This is an optimization exercise on Yosys and OpenROAD, whose aim is a short achievable clock period and few clock cycles, not a production implementation. The RTL was checked by simulation tests, not by an equivalence proof against the original design. Power and IR drop assume default switching activity.

==> inputs of v32 <==
==> flow/design.v <==
module cpu(clk,reset,in,out,N,V,Z,w,mem_addr,mem_cmd,halt);
  input clk, reset;
  input [15:0] in;
  output [15:0] out;
  output N, V, Z, w;
  output [8:0] mem_addr;
  output [1:0] mem_cmd;
  output halt;
  reg [15:0] rf [0:7];
  reg fN, fV, fZ, fLT;      
  reg [8:0] ma;             
  reg mst;                  
  reg pk_f;                 
  reg pk_ld;                
  reg [2:0] p_rd;           
  reg [15:0] sd;            
  reg [8:0] nf;             
  reg hold;                 
  reg hp;                   
  reg halt_r;
  reg i_f;                  
  reg [8:0] i_pc;           
  reg i_ld;                 
  reg i_kill;               
  reg [2:0] i_rd;
  reg x_v;
  reg [15:0] x_a, x_b, x_c;   
  reg [2:0] x_ra, x_rb, x_rc;
  reg x_pa, x_pb, x_pc;     
  reg [1:0] x_sh;
  reg x_inv;
  reg x_cin, x_and, x_pass;
  reg x_cmp;
  reg x_wr;
  reg [2:0] x_rd;
  reg x_slow, x_st;
  reg [2:0] x_ldrd;
  reg x_jx;                 
  wire [15:0] sum;
  ksadd #(16, 4) alu_add(.a(x_a), .b(x_b), .cin(x_cin), .s(sum));
  wire [15:0] x_res = x_and ? (x_a & x_b) : x_pass ? x_b : sum;
  wire x_stall = x_v & (x_pa | x_pb | x_pc);
  wire x_ex = x_v & ~x_stall;
  wire xw = x_ex & x_wr;
  wire xs = x_ex & x_slow;
  wire xj = x_ex & x_jx;
  wire xl = xs & ~x_st;
  wire c_N = sum[15];
  wire c_Z = &(x_a ^ x_b);
  wire c_V = ~(x_a[15] ^ x_b[15]) & (x_a[15] ^ sum[15]);
  wire c_LT = c_N ^ c_V;
  wire new_fl = x_ex & x_cmp;
  assign mem_addr = ma;
  assign mem_cmd = mst ? 2'b10 : 2'b01;
  assign out = sd;
  assign halt = halt_r;
  assign w = halt_r;
  assign N = fN;
  assign V = fV;
  assign Z = fZ;
  wire dv = i_f & ~hp;
  wire [4:0] op = in[15:11];
  wire d_movi = op == 5'b11010;
  wire d_mov  = op == 5'b11000;
  wire d_add  = op == 5'b10100;
  wire d_cmp  = op == 5'b10101;
  wire d_and  = op == 5'b10110;
  wire d_mvn  = op == 5'b10111;
  wire d_ldr  = op == 5'b01100;
  wire d_str  = op == 5'b10000;
  wire d_b    = op == 5'b00100;
  wire d_bl   = op == 5'b01011;
  wire d_bx   = op == 5'b01000;
  wire d_blx  = op == 5'b01010;
  wire d_halt = in[15:13] == 3'b111;
  wire d_mem  = d_ldr | d_str;
  wire d_breg = d_mov | d_add | d_cmp | d_and | d_mvn;
  wire d_jreg = d_bx | d_blx;
  wire [2:0] rn = in[10:8];
  wire [2:0] rd = in[7:5];
  wire [2:0] rm = in[2:0];
  wire [15:0] sx5 = {{11{in[4]}}, in[4:0]};
  wire [15:0] sx8 = {{8{in[7]}}, in[7:0]};
  wire [8:0] pc1;
  ksadd #(9, 4) pc_inc(.a(i_pc), .b(9'd0), .cin(1'b1), .s(pc1));
  wire [15:0] link = {8'd0, pc1[7:0]};
  wire blx_same = d_blx & (rn == rd);
  wire fw_n = xw & (x_rd == rn);
  wire fw_m = xw & (x_rd == rm);
  wire fw_d = xw & (x_rd == rd);
  wire [15:0] rd_n = fw_n ? x_res : rf[rn];
  wire [15:0] rd_d = fw_d ? x_res : rf[rd];
  wire pn_n = ~fw_n & ((pk_ld & (p_rd == rn)) | (xl & (x_ldrd == rn)));
  wire pn_m = ~fw_m & ((pk_ld & (p_rd == rm)) | (xl & (x_ldrd == rm)));
  wire pn_d = ~fw_d & ((pk_ld & (p_rd == rd)) | (xl & (x_ldrd == rd)));
  wire [1:0] sh = in[4:3];
  wire inv = d_cmp | d_mvn;
  reg [15:0] bsh, fsh;      
  always @* begin
    case (sh)
      2'b00: begin bsh = rf[rm]; fsh = x_res; end
      2'b01: begin bsh = {rf[rm][14:0], 1'b0}; fsh = {x_res[14:0], 1'b0}; end
      2'b10: begin bsh = {1'b0, rf[rm][15:1]}; fsh = {1'b0, x_res[15:1]}; end
      default: begin bsh = {rf[rm][15], rf[rm][15:1]}; fsh = {x_res[15], x_res[15:1]}; end
    endcase
  end
  wire [15:0] b_rf = d_breg ? (inv ? ~bsh : bsh) : d_movi ? sx8 : (d_bl | d_blx) ? link : sx5;
  wire [15:0] b_fw = inv ? ~fsh : fsh;
  reg [15:0] ish;           
  always @* begin
    case (x_sh)
      2'b00: ish = in;
      2'b01: ish = {in[14:0], 1'b0};
      2'b10: ish = {1'b0, in[15:1]};
      default: ish = {in[15], in[15:1]};
    endcase
  end
  wire d_slow = fw_n | pn_n | (d_str & pn_d) | xs;
  wire [8:0] base = rf[rn][8:0];
  wire [5:0] da_lo;
  ksadd #(6, 3) da_lo_add(.a({1'b0, base[4:0]}), .b({1'b0, in[4:0]}), .cin(1'b0), .s(da_lo));
  wire [3:0] hi_p, hi_m;
  ksadd #(4, 2) hi_inc(.a(base[8:5]), .b(4'd0), .cin(1'b1), .s(hi_p));
  ksadd #(4, 2) hi_dec(.a(base[8:5]), .b(4'b1111), .cin(1'b0), .s(hi_m));
  wire [3:0] da_hi = in[4] ? (da_lo[5] ? base[8:5] : hi_m) : (da_lo[5] ? hi_p : base[8:5]);
  wire [8:0] d_da = {da_hi, da_lo[4:0]};
  wire d_memfast = dv & d_mem & ~d_slow;
  wire d_memslow = dv & d_mem & d_slow;
  wire c_al = rn == 3'b000;
  wire c_eq = rn == 3'b001;
  wire c_ne = rn == 3'b010;
  wire c_lt = rn == 3'b011;
  wire c_le = rn == 3'b100;
  wire ok_old = c_al | (c_eq & fZ) | (c_ne & ~fZ) | (c_lt & fLT) | (c_le & (fZ | fLT));
  wire ok_new = c_al | (c_eq & c_Z) | (c_ne & ~c_Z) | (c_lt & c_LT) | (c_le & (c_Z | c_LT));
  wire cond_ok = new_fl ? ok_new : ok_old;
  wire jwait = d_jreg & ~blx_same & ((fw_d & ~x_pass) | pn_d);
  wire d_tk = dv & ((d_b & cond_ok) | d_bl | (d_jreg & ~jwait));
  wire d_jw = dv & jwait;
  wire [8:0] bt;
  ksadd #(9, 4) bt_add(.a(pc1), .b(sx8[8:0]), .cin(1'b0), .s(bt));
  wire [8:0] jt = blx_same ? {1'b0, pc1[7:0]} : fw_d ? x_b[8:0] : rf[rd][8:0];
  wire [8:0] tgt = d_jreg ? jt : bt;
  wire [8:0] ma1;
  ksadd #(9, 4) ma_inc(.a(ma), .b(9'd0), .cin(1'b1), .s(ma1));
  wire [8:0] nf_seq = pk_f ? ma1 : nf;
  wire [8:0] nf_n = xj ? x_c[8:0] : d_tk ? tgt : nf_seq;
  wire [8:0] ma_base = xs ? x_res[8:0] : xj ? x_c[8:0] : nf_seq;
  wire hold_n = d_memslow | d_jw | (hold & ~(xs | xj));
  wire hp_n = hp | (dv & d_halt);
  always @(posedge clk) begin
    if (xw) rf[x_rd] <= x_res;
    if (i_ld & ~i_kill & ~(xw & (x_rd == i_rd))) rf[i_rd] <= in;
    if (new_fl) begin
      fN <= c_N;
      fZ <= c_Z;
      fV <= c_V;
      fLT <= c_LT;
    end
    i_pc <= ma;
    i_rd <= p_rd;
    i_kill <= xw & (x_rd == p_rd);
    nf <= nf_n;
    if (d_memfast) ma <= d_da;
    else if (d_tk & ~xs) ma <= tgt;
    else ma <= ma_base;
    if (xs) begin
      p_rd <= x_ldrd;
      sd <= x_c;
    end else begin
      p_rd <= rd;
      sd <= rd_d;
    end
    if (x_stall) begin
      if (x_pa & i_ld & ~i_kill & (i_rd == x_ra) & ~(pk_ld & (p_rd == x_ra))) begin x_a <= in; x_pa <= 1'b0; end
      if (x_pb & i_ld & ~i_kill & (i_rd == x_rb) & ~(pk_ld & (p_rd == x_rb))) begin x_b <= x_inv ? ~ish : ish; x_pb <= 1'b0; end
      if (x_pc & i_ld & ~i_kill & (i_rd == x_rc) & ~(pk_ld & (p_rd == x_rc))) begin x_c <= in; x_pc <= 1'b0; end
    end else begin
      x_a <= rd_n;
      x_b <= (fw_m & d_breg) ? b_fw : b_rf;
      x_c <= rd_d;
      x_ra <= rn;
      x_rb <= rm;
      x_rc <= rd;
      x_pa <= pn_n & (d_add | d_cmp | d_and | d_mem);
      x_pb <= pn_m & d_breg;
      x_pc <= pn_d & (d_str | (d_jreg & ~blx_same));
      x_sh <= sh;
      x_inv <= inv;
      x_cin <= d_cmp;
      x_and <= d_and;
      x_pass <= d_movi | d_mov | d_mvn | d_bl | d_blx;
      x_cmp <= d_cmp;
      x_wr <= d_movi | d_mov | d_add | d_and | d_mvn | d_bl | d_blx;
      x_rd <= (d_movi | d_bl | d_blx) ? rn : rd;
      x_slow <= d_mem & d_slow;
      x_st <= d_str;
      x_ldrd <= rd;
      x_jx <= jwait;
    end
    if (reset) begin
      mst <= 1'b0;
      pk_ld <= 1'b0;
      pk_f <= 1'b1;
      ma <= 9'd0;
      nf <= 9'd0;
      hold <= 1'b0;
      hp <= 1'b0;
      halt_r <= 1'b0;
      i_f <= 1'b0;
      i_ld <= 1'b0;
      x_v <= 1'b0;
    end else begin
      i_f <= pk_f & ~(d_tk | d_jw);
      i_ld <= pk_ld;
      hold <= hold_n;
      hp <= hp_n;
      halt_r <= halt_r | (hp_n & ~xs);
      if (xs) begin
        mst <= x_st;
        pk_ld <= ~x_st;
        pk_f <= 1'b0;
      end else if (d_memfast) begin
        mst <= d_str;
        pk_ld <= d_ldr;
        pk_f <= 1'b0;
      end else begin
        mst <= 1'b0;
        pk_ld <= 1'b0;
        pk_f <= ~(hold_n | hp_n);
      end
      if (!x_stall) x_v <= dv & ~d_halt;
    end
  end
endmodule
module ksadd #(parameter W = 16, parameter L = 4) (a, b, cin, s);
  input [W-1:0] a, b;
  input cin;
  output [W-1:0] s;
  wire [W-1:0] p = a ^ b;
  wire [(L+1)*W-1:0] G, P;
  assign G[W-1:0] = a & b;
  assign P[W-1:0] = p;
  genvar l, i;
  generate
    for (l = 0; l < L; l = l + 1) begin : lev
      for (i = 0; i < W; i = i + 1) begin : bt
        if (i >= (1 << l)) begin : comb
          assign G[(l+1)*W+i] = G[l*W+i] | (P[l*W+i] & G[l*W+i-(1<<l)]);
          assign P[(l+1)*W+i] = P[l*W+i] & P[l*W+i-(1<<l)];
        end else begin : pass
          assign G[(l+1)*W+i] = G[l*W+i];
          assign P[(l+1)*W+i] = P[l*W+i];
        end
      end
    end
  endgenerate
  wire [W-1:0] c;
  assign c[0] = cin;
  generate
    for (i = 1; i < W; i = i + 1) begin : carry
      assign c[i] = G[L*W+i-1] | (P[L*W+i-1] & cin);
    end
  endgenerate
  assign s = p ^ c;
endmodule
==> flow/run.sh <==
#!/bin/bash
# synth_recipe.tcl (not shown) runs the flow's synth.tcl, then flattens the netlist and writes it again
# the make line also repeats each setting of config.mk as NAME=value (left out here)
make -C /OpenROAD-flow-scripts/flow DESIGN_CONFIG=/design/flow/config.mk WORK_HOME=/design/flow/orfs CLKGATE_MAP_FILE= SYNTH_SCRIPT=/design/flow/synth_recipe.tcl finish
==> flow/config.mk <==
export PLATFORM = sky130hd
export DESIGN_NAME = cpu
export DESIGN_NICKNAME = cpu
export VERILOG_FILES = /design/flow/design.v
export SDC_FILE = /design/flow/constraint.sdc
export NUM_CORES = 4
export LEC_CHECK = 0
export ABC_CLOCK_PERIOD_IN_PS = 2500
export CAP_MARGIN = 20
export CORE_MARGIN = 2
export CORE_UTILIZATION = 65
export SETUP_SLACK_MARGIN = 5
export SLEW_MARGIN = 20
export TNS_END_PERCENT = 100
==> flow/constraint.sdc <==
create_clock -name core_clock -period 8.0 [get_ports {clk}]
set_input_delay 1.6000 -clock core_clock [delete_from_list [all_inputs] [get_ports {clk}]]
set_output_delay 1.6000 -clock core_clock [all_outputs]
set_load 0.01 [all_outputs]
==> inputs of v21, as changes to v32 <==
==> flow/design.v, changed modules only <==
module cpu(clk,reset,in,out,N,V,Z,w,mem_addr,mem_cmd,halt);
  input clk, reset;
  input [15:0] in;
  output [15:0] out;
  output N, V, Z, w;
  output [8:0] mem_addr;
  output [1:0] mem_cmd;
  output halt;
  reg [15:0] rf [0:7];
  reg fN, fV, fZ, fLT;      
  reg [8:0] ma;             
  reg mst;                  
  reg pk_f;                 
  reg pk_ld;                
  reg [2:0] p_rd;           
  reg [15:0] sd;            
  reg [8:0] nf;             
  reg hold;                 
  reg hp;                   
  reg halt_r;
  reg i_f;                  
  reg [8:0] i_pc;           
  reg i_ld;                 
  reg i_kill;               
  reg [2:0] i_rd;
  reg x_v;
  reg [15:0] x_a, x_b, x_c;   
  reg [2:0] x_ra, x_rb, x_rc;
  reg x_pa, x_pb, x_pc;     
  reg [1:0] x_sh;
  reg x_inv;
  reg x_cin, x_and, x_pass;
  reg x_cmp;
  reg x_wr;
  reg [2:0] x_rd;
  reg x_slow, x_st;
  reg [2:0] x_ldrd;
  reg x_jx;                 
  wire [15:0] sum;
  ksadd #(16, 4) alu_add(.a(x_a), .b(x_b), .cin(x_cin), .s(sum));
  wire [15:0] x_res = x_and ? (x_a & x_b) : x_pass ? x_b : sum;
  wire x_stall = x_v & (x_pa | x_pb | x_pc);
  wire x_ex = x_v & ~x_stall;
  wire xw = x_ex & x_wr;
  wire xs = x_ex & x_slow;
  wire xj = x_ex & x_jx;
  wire xl = xs & ~x_st;
  wire c_N = sum[15];
  wire c_Z = &(x_a ^ x_b);
  wire c_V = ~(x_a[15] ^ x_b[15]) & (x_a[15] ^ sum[15]);
  wire c_LT = c_N ^ c_V;
  wire new_fl = x_ex & x_cmp;
  wire fz_n = new_fl ? c_Z : fZ;
  wire flt_n = new_fl ? c_LT : fLT;
  assign mem_addr = ma;
  assign mem_cmd = mst ? 2'b10 : 2'b01;
  assign out = sd;
  assign halt = halt_r;
  assign w = halt_r;
  assign N = fN;
  assign V = fV;
  assign Z = fZ;
  wire dv = i_f & ~hp;
  wire [4:0] op = in[15:11];
  wire d_movi = op == 5'b11010;
  wire d_mov  = op == 5'b11000;
  wire d_add  = op == 5'b10100;
  wire d_cmp  = op == 5'b10101;
  wire d_and  = op == 5'b10110;
  wire d_mvn  = op == 5'b10111;
  wire d_ldr  = op == 5'b01100;
  wire d_str  = op == 5'b10000;
  wire d_b    = op == 5'b00100;
  wire d_bl   = op == 5'b01011;
  wire d_bx   = op == 5'b01000;
  wire d_blx  = op == 5'b01010;
  wire d_halt = in[15:13] == 3'b111;
  wire d_mem  = d_ldr | d_str;
  wire d_breg = d_mov | d_add | d_cmp | d_and | d_mvn;
  wire d_jreg = d_bx | d_blx;
  wire [2:0] rn = in[10:8];
  wire [2:0] rd = in[7:5];
  wire [2:0] rm = in[2:0];
  wire [15:0] sx5 = {{11{in[4]}}, in[4:0]};
  wire [15:0] sx8 = {{8{in[7]}}, in[7:0]};
  wire [8:0] pc1;
  ksadd #(9, 4) pc_inc(.a(i_pc), .b(9'd0), .cin(1'b1), .s(pc1));
  wire [15:0] link = {8'd0, pc1[7:0]};
  wire blx_same = d_blx & (rn == rd);
  wire fw_n = xw & (x_rd == rn);
  wire fw_m = xw & (x_rd == rm);
  wire fw_d = xw & (x_rd == rd);
  wire [15:0] rd_n = fw_n ? x_res : rf[rn];
  wire [15:0] rd_m = fw_m ? x_res : rf[rm];
  wire [15:0] rd_d = fw_d ? x_res : rf[rd];
  wire pn_n = ~fw_n & ((pk_ld & (p_rd == rn)) | (xl & (x_ldrd == rn)));
  wire pn_m = ~fw_m & ((pk_ld & (p_rd == rm)) | (xl & (x_ldrd == rm)));
  wire pn_d = ~fw_d & ((pk_ld & (p_rd == rd)) | (xl & (x_ldrd == rd)));
  wire [1:0] sh = in[4:3];
  wire inv = d_cmp | d_mvn;
  reg [15:0] bsh;
  always @* begin
    case (sh)
      2'b00: bsh = rd_m;
      2'b01: bsh = {rd_m[14:0], 1'b0};
      2'b10: bsh = {1'b0, rd_m[15:1]};
      default: bsh = {rd_m[15], rd_m[15:1]};
    endcase
  end
  reg [15:0] ish;           
  always @* begin
    case (x_sh)
      2'b00: ish = in;
      2'b01: ish = {in[14:0], 1'b0};
      2'b10: ish = {1'b0, in[15:1]};
      default: ish = {in[15], in[15:1]};
    endcase
  end
  wire d_slow = fw_n | pn_n | (d_str & pn_d) | xs;
  wire [8:0] d_da;
  ksadd #(9, 4) da_add(.a(rf[rn][8:0]), .b(sx5[8:0]), .cin(1'b0), .s(d_da));
  wire d_memfast = dv & d_mem & ~d_slow;
  wire d_memslow = dv & d_mem & d_slow;
  reg cond_ok;
  always @* begin
    case (rn)
      3'b000: cond_ok = 1'b1;
      3'b001: cond_ok = fz_n;
      3'b010: cond_ok = ~fz_n;
      3'b011: cond_ok = flt_n;
      3'b100: cond_ok = fz_n | flt_n;
      default: cond_ok = 1'b0;
    endcase
  end
  wire jwait = d_jreg & ~blx_same & ((fw_d & ~x_pass) | pn_d);
  wire d_tk = dv & ((d_b & cond_ok) | d_bl | (d_jreg & ~jwait));
  wire d_jw = dv & jwait;
  wire [8:0] bt;
  ksadd #(9, 4) bt_add(.a(pc1), .b(sx8[8:0]), .cin(1'b0), .s(bt));
  wire [8:0] jt = blx_same ? {1'b0, pc1[7:0]} : fw_d ? x_b[8:0] : rf[rd][8:0];
  wire [8:0] tgt = d_jreg ? jt : bt;
  wire [8:0] ma1;
  ksadd #(9, 4) ma_inc(.a(ma), .b(9'd0), .cin(1'b1), .s(ma1));
  wire [8:0] nf_seq = pk_f ? ma1 : nf;
  wire [8:0] nf_n = xj ? x_c[8:0] : d_tk ? tgt : nf_seq;
  wire hold_n = d_memslow | d_jw | (hold & ~(xs | xj));
  wire hp_n = hp | (dv & d_halt);
  always @(posedge clk) begin
    if (xw) rf[x_rd] <= x_res;
    if (i_ld & ~i_kill & ~(xw & (x_rd == i_rd))) rf[i_rd] <= in;
    if (new_fl) begin
      fN <= c_N;
      fZ <= c_Z;
      fV <= c_V;
      fLT <= c_LT;
    end
    i_pc <= ma;
    i_rd <= p_rd;
    i_kill <= xw & (x_rd == p_rd);
    nf <= nf_n;
    if (xs) begin
      ma <= x_res[8:0];
      p_rd <= x_ldrd;
      sd <= x_c;
    end else if (d_memfast) begin
      ma <= d_da;
      p_rd <= rd;
      sd <= rd_d;
    end else begin
      ma <= nf_n;
    end
    if (x_stall) begin
      if (x_pa & i_ld & ~i_kill & (i_rd == x_ra)) begin x_a <= in; x_pa <= 1'b0; end
      if (x_pb & i_ld & ~i_kill & (i_rd == x_rb)) begin x_b <= x_inv ? ~ish : ish; x_pb <= 1'b0; end
      if (x_pc & i_ld & ~i_kill & (i_rd == x_rc)) begin x_c <= in; x_pc <= 1'b0; end
    end else begin
      x_a <= rd_n;
      x_b <= d_breg ? (inv ? ~bsh : bsh) : d_movi ? sx8 : (d_bl | d_blx) ? link : sx5;
      x_c <= rd_d;
      x_ra <= rn;
      x_rb <= rm;
      x_rc <= rd;
      x_pa <= pn_n & (d_add | d_cmp | d_and | d_mem);
      x_pb <= pn_m & d_breg;
      x_pc <= pn_d & (d_str | (d_jreg & ~blx_same));
      x_sh <= sh;
      x_inv <= inv;
      x_cin <= d_cmp;
      x_and <= d_and;
      x_pass <= d_movi | d_mov | d_mvn | d_bl | d_blx;
      x_cmp <= d_cmp;
      x_wr <= d_movi | d_mov | d_add | d_and | d_mvn | d_bl | d_blx;
      x_rd <= (d_movi | d_bl | d_blx) ? rn : rd;
      x_slow <= d_mem & d_slow;
      x_st <= d_str;
      x_ldrd <= rd;
      x_jx <= jwait;
    end
    if (reset) begin
      mst <= 1'b0;
      pk_ld <= 1'b0;
      pk_f <= 1'b1;
      ma <= 9'd0;
      nf <= 9'd0;
      hold <= 1'b0;
      hp <= 1'b0;
      halt_r <= 1'b0;
      i_f <= 1'b0;
      i_ld <= 1'b0;
      x_v <= 1'b0;
    end else begin
      i_f <= pk_f & ~(d_tk | d_jw);
      i_ld <= pk_ld;
      hold <= hold_n;
      hp <= hp_n;
      halt_r <= halt_r | (hp_n & ~xs);
      if (xs) begin
        mst <= x_st;
        pk_ld <= ~x_st;
        pk_f <= 1'b0;
      end else if (d_memfast) begin
        mst <= d_str;
        pk_ld <= d_ldr;
        pk_f <= 1'b0;
      end else begin
        mst <= 1'b0;
        pk_ld <= 1'b0;
        pk_f <= ~(hold_n | hp_n);
      end
      if (!x_stall) x_v <= dv & ~d_halt;
    end
  end
endmodule
CORE_UTILIZATION = 55   (was 65)
==> inputs of v9, as changes to v32 <==
--- a/flow/design.v
+++ b/flow/design.v
@@ -173,7 +173,7 @@
     end
     if (x_stall) begin
-      if (x_pa & i_ld & ~i_kill & (i_rd == x_ra) & ~(pk_ld & (p_rd == x_ra))) begin x_a <= in; x_pa <= 1'b0; end
-      if (x_pb & i_ld & ~i_kill & (i_rd == x_rb) & ~(pk_ld & (p_rd == x_rb))) begin x_b <= x_inv ? ~ish : ish; x_pb <= 1'b0; end
-      if (x_pc & i_ld & ~i_kill & (i_rd == x_rc) & ~(pk_ld & (p_rd == x_rc))) begin x_c <= in; x_pc <= 1'b0; end
+      if (x_pa & i_ld & ~i_kill & (i_rd == x_ra)) begin x_a <= in; x_pa <= 1'b0; end
+      if (x_pb & i_ld & ~i_kill & (i_rd == x_rb)) begin x_b <= x_inv ? ~ish : ish; x_pb <= 1'b0; end
+      if (x_pc & i_ld & ~i_kill & (i_rd == x_rc)) begin x_c <= in; x_pc <= 1'b0; end
     end else begin
       x_a <= rd_n;
CORE_UTILIZATION = 55   (was 65)
==> inputs of v39, as changes to v32 <==
--- a/flow/design.v
+++ b/flow/design.v
@@ -117,12 +117,18 @@
   end
   wire d_slow = fw_n | pn_n | (d_str & pn_d) | xs;
-  wire [8:0] base = rf[rn][8:0];
-  wire [5:0] da_lo;
-  ksadd #(6, 3) da_lo_add(.a({1'b0, base[4:0]}), .b({1'b0, in[4:0]}), .cin(1'b0), .s(da_lo));
-  wire [3:0] hi_p, hi_m;
-  ksadd #(4, 2) hi_inc(.a(base[8:5]), .b(4'd0), .cin(1'b1), .s(hi_p));
-  ksadd #(4, 2) hi_dec(.a(base[8:5]), .b(4'b1111), .cin(1'b0), .s(hi_m));
-  wire [3:0] da_hi = in[4] ? (da_lo[5] ? base[8:5] : hi_m) : (da_lo[5] ? hi_p : base[8:5]);
-  wire [8:0] d_da = {da_hi, da_lo[4:0]};
+  wire [8:0] da_k [0:7];
+  genvar dk;
+  generate
+    for (dk = 0; dk < 8; dk = dk + 1) begin : dak
+      wire [5:0] lo;
+      ksadd #(6, 3) lo_add(.a({1'b0, rf[dk][4:0]}), .b({1'b0, in[4:0]}), .cin(1'b0), .s(lo));
+      wire [3:0] hp, hm;
+      ksadd #(4, 2) h_inc(.a(rf[dk][8:5]), .b(4'd0), .cin(1'b1), .s(hp));
+      ksadd #(4, 2) h_dec(.a(rf[dk][8:5]), .b(4'b1111), .cin(1'b0), .s(hm));
+      wire [3:0] hi = in[4] ? (lo[5] ? rf[dk][8:5] : hm) : (lo[5] ? hp : rf[dk][8:5]);
+      assign da_k[dk] = {hi, lo[4:0]};
+    end
+  endgenerate
+  wire [8:0] d_da = da_k[rn];
   wire d_memfast = dv & d_mem & ~d_slow;
   wire d_memslow = dv & d_mem & d_slow;
CORE_UTILIZATION = 55   (was 65)
==> summary of the runs <==
Setup slack, highest first: v9, v39, v32, v21. Combinational power, lowest first: v21, v9, v39, v32. Register-to-register slack, lowest first: v21, v32, v39, v9. Total power, lowest first: v21, v9, v32, v39. The highest non-clock buffer count belongs to v39, the lowest to v9.
==> figures <==
| item | v21 | v9 | v32 | v39 |
|---|---|---|---|---|
| Logic depth of the worst path, buffers included | 16 | 13 | 12 | 12 |
| Launch instance of the worst min-delay path | ma[5] | ma[7] | ma[8] | ma[3] |
| Number of unique standard cell types used by synthesis | 89 | 84 | 110 | 92 |
| Post-route worst hold slack | 0.3973 ns | 0.3960 ns | 0.3880 ns | 0.4116 ns |
| Arrival time at the worst endpoint | 4.31 ns | 4.02 ns | 4.10 ns | 4.02 ns |
| Global-route wire length before repair | 107300 µm | 104100 µm | 111900 µm | 129600 µm |
| Outcome | no timing/DRC/antenna violations | no timing/DRC/antenna violations | no timing/DRC/antenna violations | no timing/DRC/antenna violations |
| R2R setup slack | 4.60 ns | 4.81 ns | 4.64 ns | 4.66 ns |
| Power Density | 183.3 mW/mm² | 191.2 mW/mm² | 188.7 mW/mm² | 174.4 mW/mm² |
| Vias after detailed routing | 17160 | 17090 | 20010 | 20980 |
| Switching power | 1.419 mW | 1.439 mW | 1.621 mW | 1.637 mW |
Testbench counts of v32, summed over its fixed seeds: cycles 27,218.
Testbench counts of v21, summed over its fixed seeds: cycles 27,218.
Testbench counts of v9, summed over its fixed seeds: cycles 27,218.
Testbench counts of v39, summed over its fixed seeds: cycles 27,218.

==> port drivers added, routing unchanged <==
The results above use ideal ports. As a check the final layouts listed here were re-extracted and re-timed, cells and wires unchanged. Step 1 (the two cells are an assumption about what drives the block):
set clk [get_ports {clk}]
set_driving_cell -lib_cell sky130_fd_sc_hd__clkbuf_16 $clk
set_driving_cell -lib_cell sky130_fd_sc_hd__buf_2 [delete_from_list [all_inputs] $clk]
Step 2 adds t to the input delays and takes it off the output delays; t is the mean of the earliest and latest rising clock arrival at the registers after step 1. Input paths then give back, and output paths get back, about the clock's delay inside the block. a / b / c = no drivers / after step 1 / after step 2; a / b = the first two.
run	t, ns	setup WS [ns]	worst hold slack (ns)	worst data-port slew with drivers (ns)
v32	0.660	4.356 / 4.143 / 3.482	0.388 / 0.388 / 0.388	0.29
v21	0.649	4.168 / 3.964 / 3.315	0.397 / 0.397 / 0.397	0.28
v9	0.645	4.468 / 4.279 / 3.633	0.396 / 0.396 / 0.396	0.45
v39	0.627	4.411 / 4.331 / 3.704	0.412 / 0.412 / 0.412	0.21
After both steps every run listed still meets setup and hold. The setup slack of v32, which loses most, moves by -0.213 ns with the drivers and by -0.874 ns with both steps.
